From an optimization exercise on the open Yosys and OpenROAD flow, aimed at small area, a short achievable clock period and few clock cycles per item; shortcuts taken in it are not production practice. At most, simulation tests tie the RTL to the original design; equivalence was not proved.

==> job 336 <==
==> flow/design.v (excerpt) <==
module mandel_engine (
    input             clk,
    input             reset,      
    input             start,      
    input  [31:0]     x,          
    input  [31:0]     y,          
    input  [20:0]     delta,      
    output            busy,       
    output reg        wr_en,      
    output reg [8:0]  wr_addr,    
    output reg [15:0] wr_data     
);
==> module me_addp, before the edit <==
module me_addp (input [31:0] x, input [31:0] y, output [31:0] S, output [31:0] P);
assign S = x + y;
wire [31:0] h = x ^ y;
wire [31:0] o = x | y;
wire [31:0] t = h ^ {o[30:0], 1'b0};    
wire [31:0] q;
me_por pq (.x(t), .P(q));
assign P = q;
endmodule
clock: 20.0 ns
lec_check: 0
cap_margin: 20
core_margin: 2
core_utilization: 50
cts_cluster_diameter: 100
cts_cluster_size: 25
slew_margin: 20
synth_hierarchical: 1
synth_minimum_keep_size: 0
standard.sh (not shown) runs the stock make flow with config.mk's settings and CLKGATE_MAP_FILE= SYNTH_SCRIPT=/design/flow/synth_recipe.tcl, a recipe that flattens the netlist after the stock synthesis.
==> flow/flow/run.sh <==
#!/bin/bash
# Standard ORFS layout, with two changes to how it is made (the SDC, the
# period and the constraints are the standard flow's, unchanged):
#  - timing repair is asked to leave MARGIN ns of setup slack, so it
#    optimises the paths as if the clock were faster than the 20 ns it is
#    signed off at;
#  - the port buffers that the standard flow inserts on every input and
#    output are plain buf cells (buffer_ports -buffer_cell).
# Each make run writes its full output to its own log here; ORFS keeps the
# per-step logs under orfs/logs.
set -euo pipefail
MARGIN=${MARGIN:-14.8}
PORTBUF=${PORTBUF:-sky130_fd_sc_hd__buf_1}
bash standard.sh synth > synth.log 2>&1
bash standard.sh SETUP_SLACK_MARGIN=$MARGIN "BUFFER_PORTS_ARGS=-buffer_cell $PORTBUF" finish > layout.log 2>&1
==> inputs of job 6107, as changes to job 336 <==
--- a/flow/flow/run.sh
+++ b/flow/flow/run.sh
@@ -11,3 +11,3 @@
 set -euo pipefail
-MARGIN=${MARGIN:-14.8}
+MARGIN=${MARGIN:-15}
 PORTBUF=${PORTBUF:-sky130_fd_sc_hd__buf_1}
==> inputs of job 7296, as changes to job 336 <==
--- a/flow/design.v
+++ b/flow/design.v
@@ -7425,4 +7425,134 @@
 module me_addp (input [31:0] x, input [31:0] y, output [31:0] S, output [31:0] P);
-assign S = x + y;
 wire [31:0] h = x ^ y;
+wire [31:0] gg = x & y;
+wire G0_1 = gg[1] | (h[1] & gg[0]);
+wire G0_3 = gg[3] | (h[3] & gg[2]);
+wire P0_3 = h[3] & h[2];
+wire G0_5 = gg[5] | (h[5] & gg[4]);
+wire P0_5 = h[5] & h[4];
+wire G0_7 = gg[7] | (h[7] & gg[6]);
+wire P0_7 = h[7] & h[6];
+wire G0_9 = gg[9] | (h[9] & gg[8]);
+wire P0_9 = h[9] & h[8];
+wire G0_11 = gg[11] | (h[11] & gg[10]);
+wire P0_11 = h[11] & h[10];
+wire G0_13 = gg[13] | (h[13] & gg[12]);
+wire P0_13 = h[13] & h[12];
+wire G0_15 = gg[15] | (h[15] & gg[14]);
+wire P0_15 = h[15] & h[14];
+wire G0_17 = gg[17] | (h[17] & gg[16]);
+wire P0_17 = h[17] & h[16];
+wire G0_19 = gg[19] | (h[19] & gg[18]);
+wire P0_19 = h[19] & h[18];
+wire G0_21 = gg[21] | (h[21] & gg[20]);
+wire P0_21 = h[21] & h[20];
+wire G0_23 = gg[23] | (h[23] & gg[22]);
+wire P0_23 = h[23] & h[22];
+wire G0_25 = gg[25] | (h[25] & gg[24]);
+wire P0_25 = h[25] & h[24];
+wire G0_27 = gg[27] | (h[27] & gg[26]);
+wire P0_27 = h[27] & h[26];
+wire G0_29 = gg[29] | (h[29] & gg[28]);
+wire P0_29 = h[29] & h[28];
+wire G0_31 = gg[31] | (h[31] & gg[30]);
+wire P0_31 = h[31] & h[30];
+wire G1_2 = gg[2] | (h[2] & G0_1);
+wire G1_3 = G0_3 | (P0_3 & G0_1);
+wire G1_6 = gg[6] | (h[6] & G0_5);
+wire P1_6 = h[6] & P0_5;
+wire G1_7 = G0_7 | (P0_7 & G0_5);
+wire P1_7 = P0_7 & P0_5;
+wire G1_10 = gg[10] | (h[10] & G0_9);
+wire P1_10 = h[10] & P0_9;
+wire G1_11 = G0_11 | (P0_11 & G0_9);
+wire P1_11 = P0_11 & P0_9;
+wire G1_14 = gg[14] | (h[14] & G0_13);
+wire P1_14 = h[14] & P0_13;
+wire G1_15 = G0_15 | (P0_15 & G0_13);
+wire P1_15 = P0_15 & P0_13;
+wire G1_18 = gg[18] | (h[18] & G0_17);
+wire P1_18 = h[18] & P0_17;
+wire G1_19 = G0_19 | (P0_19 & G0_17);
+wire P1_19 = P0_19 & P0_17;
+wire G1_22 = gg[22] | (h[22] & G0_21);
+wire P1_22 = h[22] & P0_21;
+wire G1_23 = G0_23 | (P0_23 & G0_21);
+wire P1_23 = P0_23 & P0_21;
+wire G1_26 = gg[26] | (h[26] & G0_25);
+wire P1_26 = h[26] & P0_25;
+wire G1_27 = G0_27 | (P0_27 & G0_25);
+wire P1_27 = P0_27 & P0_25;
+wire G1_30 = gg[30] | (h[30] & G0_29);
+wire P1_30 = h[30] & P0_29;
+wire G1_31 = G0_31 | (P0_31 & G0_29);
+wire P1_31 = P0_31 & P0_29;
+wire G2_4 = gg[4] | (h[4] & G1_3);
+wire G2_5 = G0_5 | (P0_5 & G1_3);
+wire G2_6 = G1_6 | (P1_6 & G1_3);
+wire G2_7 = G1_7 | (P1_7 & G1_3);
+wire G2_12 = gg[12] | (h[12] & G1_11);
+wire P2_12 = h[12] & P1_11;
+wire G2_13 = G0_13 | (P0_13 & G1_11);
+wire P2_13 = P0_13 & P1_11;
+wire G2_14 = G1_14 | (P1_14 & G1_11);
+wire P2_14 = P1_14 & P1_11;
+wire G2_15 = G1_15 | (P1_15 & G1_11);
+wire P2_15 = P1_15 & P1_11;
+wire G2_20 = gg[20] | (h[20] & G1_19);
+wire P2_20 = h[20] & P1_19;
+wire G2_21 = G0_21 | (P0_21 & G1_19);
+wire P2_21 = P0_21 & P1_19;
+wire G2_22 = G1_22 | (P1_22 & G1_19);
+wire P2_22 = P1_22 & P1_19;
+wire G2_23 = G1_23 | (P1_23 & G1_19);
+wire P2_23 = P1_23 & P1_19;
+wire G2_28 = gg[28] | (h[28] & G1_27);
+wire P2_28 = h[28] & P1_27;
+wire G2_29 = G0_29 | (P0_29 & G1_27);
+wire P2_29 = P0_29 & P1_27;
+wire G2_30 = G1_30 | (P1_30 & G1_27);
+wire P2_30 = P1_30 & P1_27;
+wire G2_31 = G1_31 | (P1_31 & G1_27);
+wire P2_31 = P1_31 & P1_27;
+wire G3_8 = gg[8] | (h[8] & G2_7);
+wire G3_9 = G0_9 | (P0_9 & G2_7);
+wire G3_10 = G1_10 | (P1_10 & G2_7);
+wire G3_11 = G1_11 | (P1_11 & G2_7);
+wire G3_12 = G2_12 | (P2_12 & G2_7);
+wire G3_13 = G2_13 | (P2_13 & G2_7);
+wire G3_14 = G2_14 | (P2_14 & G2_7);
+wire G3_15 = G2_15 | (P2_15 & G2_7);
+wire G3_24 = gg[24] | (h[24] & G2_23);
+wire P3_24 = h[24] & P2_23;
+wire G3_25 = G0_25 | (P0_25 & G2_23);
+wire P3_25 = P0_25 & P2_23;
+wire G3_26 = G1_26 | (P1_26 & G2_23);
+wire P3_26 = P1_26 & P2_23;
+wire G3_27 = G1_27 | (P1_27 & G2_23);
+wire P3_27 = P1_27 & P2_23;
+wire G3_28 = G2_28 | (P2_28 & G2_23);
+wire P3_28 = P2_28 & P2_23;
+wire G3_29 = G2_29 | (P2_29 & G2_23);
+wire P3_29 = P2_29 & P2_23;
+wire G3_30 = G2_30 | (P2_30 & G2_23);
+wire P3_30 = P2_30 & P2_23;
+wire G3_31 = G2_31 | (P2_31 & G2_23);
+wire P3_31 = P2_31 & P2_23;
+wire G4_16 = gg[16] | (h[16] & G3_15);
+wire G4_17 = G0_17 | (P0_17 & G3_15);
+wire G4_18 = G1_18 | (P1_18 & G3_15);
+wire G4_19 = G1_19 | (P1_19 & G3_15);
+wire G4_20 = G2_20 | (P2_20 & G3_15);
+wire G4_21 = G2_21 | (P2_21 & G3_15);
+wire G4_22 = G2_22 | (P2_22 & G3_15);
+wire G4_23 = G2_23 | (P2_23 & G3_15);
+wire G4_24 = G3_24 | (P3_24 & G3_15);
+wire G4_25 = G3_25 | (P3_25 & G3_15);
+wire G4_26 = G3_26 | (P3_26 & G3_15);
+wire G4_27 = G3_27 | (P3_27 & G3_15);
+wire G4_28 = G3_28 | (P3_28 & G3_15);
+wire G4_29 = G3_29 | (P3_29 & G3_15);
+wire G4_30 = G3_30 | (P3_30 & G3_15);
+wire G4_31 = G3_31 | (P3_31 & G3_15);
+assign S = h ^ {G4_30, G4_29, G4_28, G4_27, G4_26, G4_25, G4_24, G4_23, G4_22, G4_21, G4_20, G4_19, G4_18, G4_17, G4_16, G3_15, G3_14, G3_13, G3_12, G3_11, G3_10, G3_9, G3_8, G2_7, G2_6, G2_5, G2_4, G1_3, G1_2, G0_1, gg[0], 1'b0};
 wire [31:0] o = x | y;
--- a/flow/flow/run.sh
+++ b/flow/flow/run.sh
@@ -11,3 +11,3 @@
 set -euo pipefail
-MARGIN=${MARGIN:-14.8}
+MARGIN=${MARGIN:-15}
 PORTBUF=${PORTBUF:-sky130_fd_sc_hd__buf_1}
==> run summary <==
item	job 7296	job 336	job 6107
Result of the run	timing/DRC/antenna clean	timing/DRC/antenna clean	timing/DRC/antenna clean
RSZ-0062 raised after global routing	yes	no	yes
Pin count of the biggest net entering global routing	91	114	114
Data arrival time of the critical path	1.15 ns	1.16 ns	1.15 ns
Sum of net half-perimeters after detailed placement	159000 um	164000 um	164000 um
Via-to-Cell Ratio	5.61	5.66	5.66
Worst setup skew after layout	0.0520 ns	0.0522 ns	0.0521 ns
Placement Cell Area	0.0733 sq mm	0.0741 sq mm	0.0741 sq mm
Ratio of final minimum period to clock period	25.7%	25.8%	25.8%
Synthesized netlist net count	9103	9288	9288
Die height	393 um	395 um	395 um
Non-clk buf share	2.02%	1.50%	1.73%
Fmax	0.194 GHz	0.194 GHz	0.194 GHz
Global Route met1 Usage	39.1%	39.8%	39.8%
First-pass GRT wire length	325000 um	335000 um	335000 um
Initial Util	50.4%	50.4%	50.4%
Final core utilization	50.3%	49.7%	49.8%
Met2 WL post-DR	95700 um	101000 um	101000 um
Final critical-path setup slack	14.85 ns	14.84 ns	14.85 ns
Testbench counts of job 336, summed over its fixed seeds: cycles 4,240,632, pixels 98,304.
Testbench counts of job 6107, summed over its fixed seeds: cycles 4,240,632, pixels 98,304.
The RTL of job 7296 was laid out without a check of its function.

-- what the ideal ports hide --
Ports are ideal in the flow. The routed layouts listed here were re-timed in OpenROAD. Step 1 assumes that a clkbuf_16 drives the clock port and a buf_2 every other input. Step 2, shift: input delay + t, output delay - t, t = (earliest + latest rising clock arrival at the registers) / 2. This alone moves slack from input paths to output paths. a / b / c = no drivers / after step 1 / after step 2; a / b = the first two.
| run | t (ns) | setup WS [ns] | hold WS [ns] |
|---|---|---|---|
| job 336 | 0.742 | 14.845 / 14.763 / 14.893 | 0.307 / 0.307 / 0.307 |
| job 6107 | 0.740 | 14.845 / 14.764 / 15.092 | 0.307 / 0.307 / 0.307 |
| job 7296 | 0.753 | 14.854 / 14.775 / 15.070 | 0.324 / 0.324 / 0.324 |
After both steps setup and hold are still met in every run listed.
